This is an optimization exercise on Yosys and OpenROAD, whose aim is small area, not a production implementation. At most, simulation tests tie the RTL to the original design; equivalence was not proved. Power is estimated from default activity; no workload was simulated.

Design Spi_to_pnb_top, start of the top module:
module Spi_to_pnb_top(
inter_fpga_comms_cs,
inter_fpga_comms_sdo,
inter_fpga_comms_sck,
rst_n,
inter_fpga_comms_sdi,
payload,
pvld
);
export LEC_CHECK = 0
export CAP_MARGIN = 20
export CORE_MARGIN = 2
export CORE_UTILIZATION = 75
export SLEW_MARGIN = 20
create_clock -name core_clock -period 10.0 [get_ports {inter_fpga_comms_sck}]
standard.sh (not shown) runs the stock make flow with config.mk's settings and CLKGATE_MAP_FILE= SYNTH_SCRIPT=/design/flow/synth_recipe.tcl, a recipe that flattens the netlist after the stock synthesis.
==> flow/flow/run.sh <==
#!/bin/bash
# Standard ORFS layout (the standard.sh, unchanged synthesis) with:
#  - port buffers of the smallest buffer cell instead of the default pick,
#  - clock tree built from small clock buffers, without dummy load cells.
set -euo pipefail
cd "$(dirname "$0")/.."
export BUFFER_PORTS_ARGS="-buffer_cell sky130_fd_sc_hd__buf_1"
export CTS_ARGS="-sink_clustering_enable -repair_clock_nets -dont_use_dummy_load -sink_buffer_max_cap_derate 1.0 -buf_list {sky130_fd_sc_hd__clkbuf_1 sky130_fd_sc_hd__clkbuf_2 sky130_fd_sc_hd__clkbuf_4}"
bash standard.sh > flow_standard.log 2>&1
The first run completed without violations.
Edit:
--- a/flow/config.mk
+++ b/flow/config.mk
@@ -8,4 +8,4 @@
 export CAP_MARGIN = 20
 export CORE_MARGIN = 2
-export CORE_UTILIZATION = 75
+export CORE_UTILIZATION = 85
 export SLEW_MARGIN = 20
After rerunning:
- area after synthesis stays the same
- sequential power barely changes
- clock skew rises by 0.0088 ns
- power rises by 1.3%
- worst hold slack gets better by 0.0050 ns
- design area stays flat

========
## job 101
Another version of the RTL of Spi_to_pnb_top (not shown whole).
Size in the first run: roughly 47 I/O pins, about 3700 um^2 of cells after synthesis.
// Spi_to_pnb_top
module Spi_to_pnb_top(
inter_fpga_comms_cs,
inter_fpga_comms_sdo,
inter_fpga_comms_sck,
rst_n,
inter_fpga_comms_sdi,
payload,
pvld
);
clock: 10.0 ns
lec_check: 0
cap_margin: 20
core_margin: 2
core_utilization: 60
slew_margin: 20
==> flow/flow/run.sh <==
#!/bin/bash
# Standard ORFS layout (the standard.sh, unchanged synthesis) with:
#  - port buffers of the smallest buffer cell instead of the default pick,
#  - clock tree built from small clock buffers, without dummy load cells.
set -euo pipefail
cd "$(dirname "$0")/.."
export BUFFER_PORTS_ARGS="-buffer_cell sky130_fd_sc_hd__buf_1"
export CTS_ARGS="-repair_clock_nets -dont_use_dummy_load -buf_list {sky130_fd_sc_hd__clkbuf_8 sky130_fd_sc_hd__clkbuf_16}"
bash standard.sh > flow_standard.log 2>&1
--- input diff job 101..job 102 ---
--- a/flow/flow/run.sh
+++ b/flow/flow/run.sh
@@ -7,3 +7,3 @@
 export BUFFER_PORTS_ARGS="-buffer_cell sky130_fd_sc_hd__buf_1"
-export CTS_ARGS="-repair_clock_nets -dont_use_dummy_load -buf_list {sky130_fd_sc_hd__clkbuf_8 sky130_fd_sc_hd__clkbuf_16}"
+export CTS_ARGS="-sink_clustering_enable -repair_clock_nets -dont_use_dummy_load -sink_buffer_max_cap_derate 1.0 -buf_list {sky130_fd_sc_hd__clkbuf_1 sky130_fd_sc_hd__clkbuf_2 sky130_fd_sc_hd__clkbuf_4}"
 bash standard.sh > flow_standard.log 2>&1
## What came out
- Job 102 has completed all stages; timing, DRC and antenna checks passed.
- Job 102 vs job 101, total length of routed wires went down by 180 um.
- Global-route usage, job 101 and job 102: higher on job 101
- The total via count in the routed design of job 102 falls short of that of job 101 by 1.0%.
- For reg-to-reg setup timing slack, job 102 and job 101 come out practically identical.
- Density: job 102 sparser than job 101
- Side by side, area growth from synthesis to layout turned out lower in job 102 than in job 101.
- Looking at multi-input gate share of total cell area, job 102 sits 1.3 points higher than job 101 does.
- NOTE: post-layout minimum cycle time in job 102 exceeds that of job 101
- Ratio of cells with drive above 1 in the final layout in job 102 vs job 101: down 0.33 points
- The run showing the smaller largest stage delay on the critical path is job 101.
## Diff of input files: job 103 against job 102
--- a/flow/flow/run.sh
+++ b/flow/flow/run.sh
@@ -7,2 +7,3 @@
 export BUFFER_PORTS_ARGS="-buffer_cell sky130_fd_sc_hd__buf_1"
+export RECOVER_POWER=100
 export CTS_ARGS="-sink_clustering_enable -repair_clock_nets -dont_use_dummy_load -sink_buffer_max_cap_derate 1.0 -buf_list {sky130_fd_sc_hd__clkbuf_1 sky130_fd_sc_hd__clkbuf_2 sky130_fd_sc_hd__clkbuf_4}"
Findings:
- Status job 103: flow complete, layout not clean - max-capacitance violations, max-slew violations
- The flow did not stop early for job 102: all stages ran, and the layout cleared the timing, DRC and antenna checks.
- For the setup slack after layout, job 103 came in 0.80 ns lower than job 102 did.
- Between job 102 and job 103, the flow reports detailed-routed wire length on met3 increasing slightly.
- Taking job 102 as the reference, in job 103 setup violation total in the final timing report stayed essentially flat; clock power share stayed essentially flat.
[inputs] job 104 vs job 103
--- a/flow/flow/run.sh
+++ b/flow/flow/run.sh
@@ -7,4 +7,3 @@
 export BUFFER_PORTS_ARGS="-buffer_cell sky130_fd_sc_hd__buf_1"
-export RECOVER_POWER=100
-export CTS_ARGS="-sink_clustering_enable -repair_clock_nets -dont_use_dummy_load -sink_buffer_max_cap_derate 1.0 -buf_list {sky130_fd_sc_hd__clkbuf_1 sky130_fd_sc_hd__clkbuf_2 sky130_fd_sc_hd__clkbuf_4}"
+export CTS_ARGS="-sink_clustering_enable -repair_clock_nets -dont_use_dummy_load -sink_clustering_size 40 -sink_clustering_max_diameter 200 -buf_list {sky130_fd_sc_hd__clkbuf_4 sky130_fd_sc_hd__clkbuf_8 sky130_fd_sc_hd__clkbuf_16}"
 bash standard.sh > flow_standard.log 2>&1
Notes after the runs:
Job 104 ran to completion and came out clean on the timing, DRC and antenna checks. Taking job 104 as 1.0, job 103 lands at 0.77 on power. Peak supply drop | job 104 above job 103. Job 104 and job 103 ended up with roughly the same final non-filler cell total.
Here is what was changed in the inputs of job 105 compared with job 104.
--- a/flow/flow/run.sh
+++ b/flow/flow/run.sh
@@ -7,3 +7,3 @@
 export BUFFER_PORTS_ARGS="-buffer_cell sky130_fd_sc_hd__buf_1"
-export CTS_ARGS="-sink_clustering_enable -repair_clock_nets -dont_use_dummy_load -sink_clustering_size 40 -sink_clustering_max_diameter 200 -buf_list {sky130_fd_sc_hd__clkbuf_4 sky130_fd_sc_hd__clkbuf_8 sky130_fd_sc_hd__clkbuf_16}"
+export CTS_ARGS="-sink_clustering_enable -repair_clock_nets -dont_use_dummy_load -sink_buffer_max_cap_derate 1.0 -buf_list {sky130_fd_sc_hd__clkbuf_1 sky130_fd_sc_hd__clkbuf_2 sky130_fd_sc_hd__clkbuf_4}"
 bash standard.sh > flow_standard.log 2>&1
--- a/flow/config.mk
+++ b/flow/config.mk
@@ -7,2 +7,3 @@
 export LEC_CHECK = 0
+export ABC_AREA = 1
 export CAP_MARGIN = 20
## What came out
Relative to job 104, job 105 degrades worst hold slack. Min post-layout minimum cycle time across job 104 and job 105: job 104. Job 104 ended up with compound AO/OA/AOI/OAI gates as its largest family of logic cells by synthesized area; job 105 ended up with simple AND/OR/NAND/NOR gates. Compared with job 104, in job 105 total power lost 0.00024 W, row count picked up an extra 1. Looking at timing endpoint of the critical path, the payload[4] result is from job 105; the payload[2] one comes from job 104.
Function was not checked in any run of this note: the RTL went through the layout flow alone.

re-timing with driven ports:
How much do the figures lean on ideal ports? The routed layouts below were timed once more, with nothing changed but the port constraints.
Step 1: set_driving_cell puts a clkbuf_16 on inter_fpga_comms_sck and a buf_2 on each other input, an assumption about the parent block.
Step 2 moves the port delays by t, midway between the first and last clock arrival at a register: inputs arrive t later, outputs are due t later. That takes back most of the time a late clock gives input paths.
a / b / c = ideal ports / drivers / drivers and shift; a / b = the first two.
| run | t (ns) | setup WS [ns] | worst hold slack (ns) | worst register clock-pin slew, ns |
|---|---|---|---|---|
| the first run of note 1 | 0.958 | 5.577 / 5.550 / 6.508 | 0.322 / 0.322 / 0.322 | 0.11 / 0.11 |
| the second run of note 1 | 1.018 | 5.440 / 5.404 / 6.422 | 0.327 / 0.327 / 0.327 | 0.12 / 0.12 |
| job 101 | 0.512 | 6.237 / 6.207 / 6.719 | 0.325 / 0.325 / 0.325 | 0.06 / 0.06 |
| job 102 | 0.949 | 5.791 / 5.758 / 6.706 | 0.327 / 0.327 / 0.327 | 0.12 / 0.12 |
| job 103 | 0.951 | 4.989 / 4.956 / 5.907 | 0.327 / 0.327 / 0.327 | 0.12 / 0.12 |
| job 104 | 0.512 | 6.237 / 6.207 / 6.719 | 0.325 / 0.325 / 0.325 | 0.06 / 0.06 |
| job 105 | 0.984 | 5.765 / 5.735 / 6.720 | 0.319 / 0.319 / 0.319 | 0.12 / 0.12 |
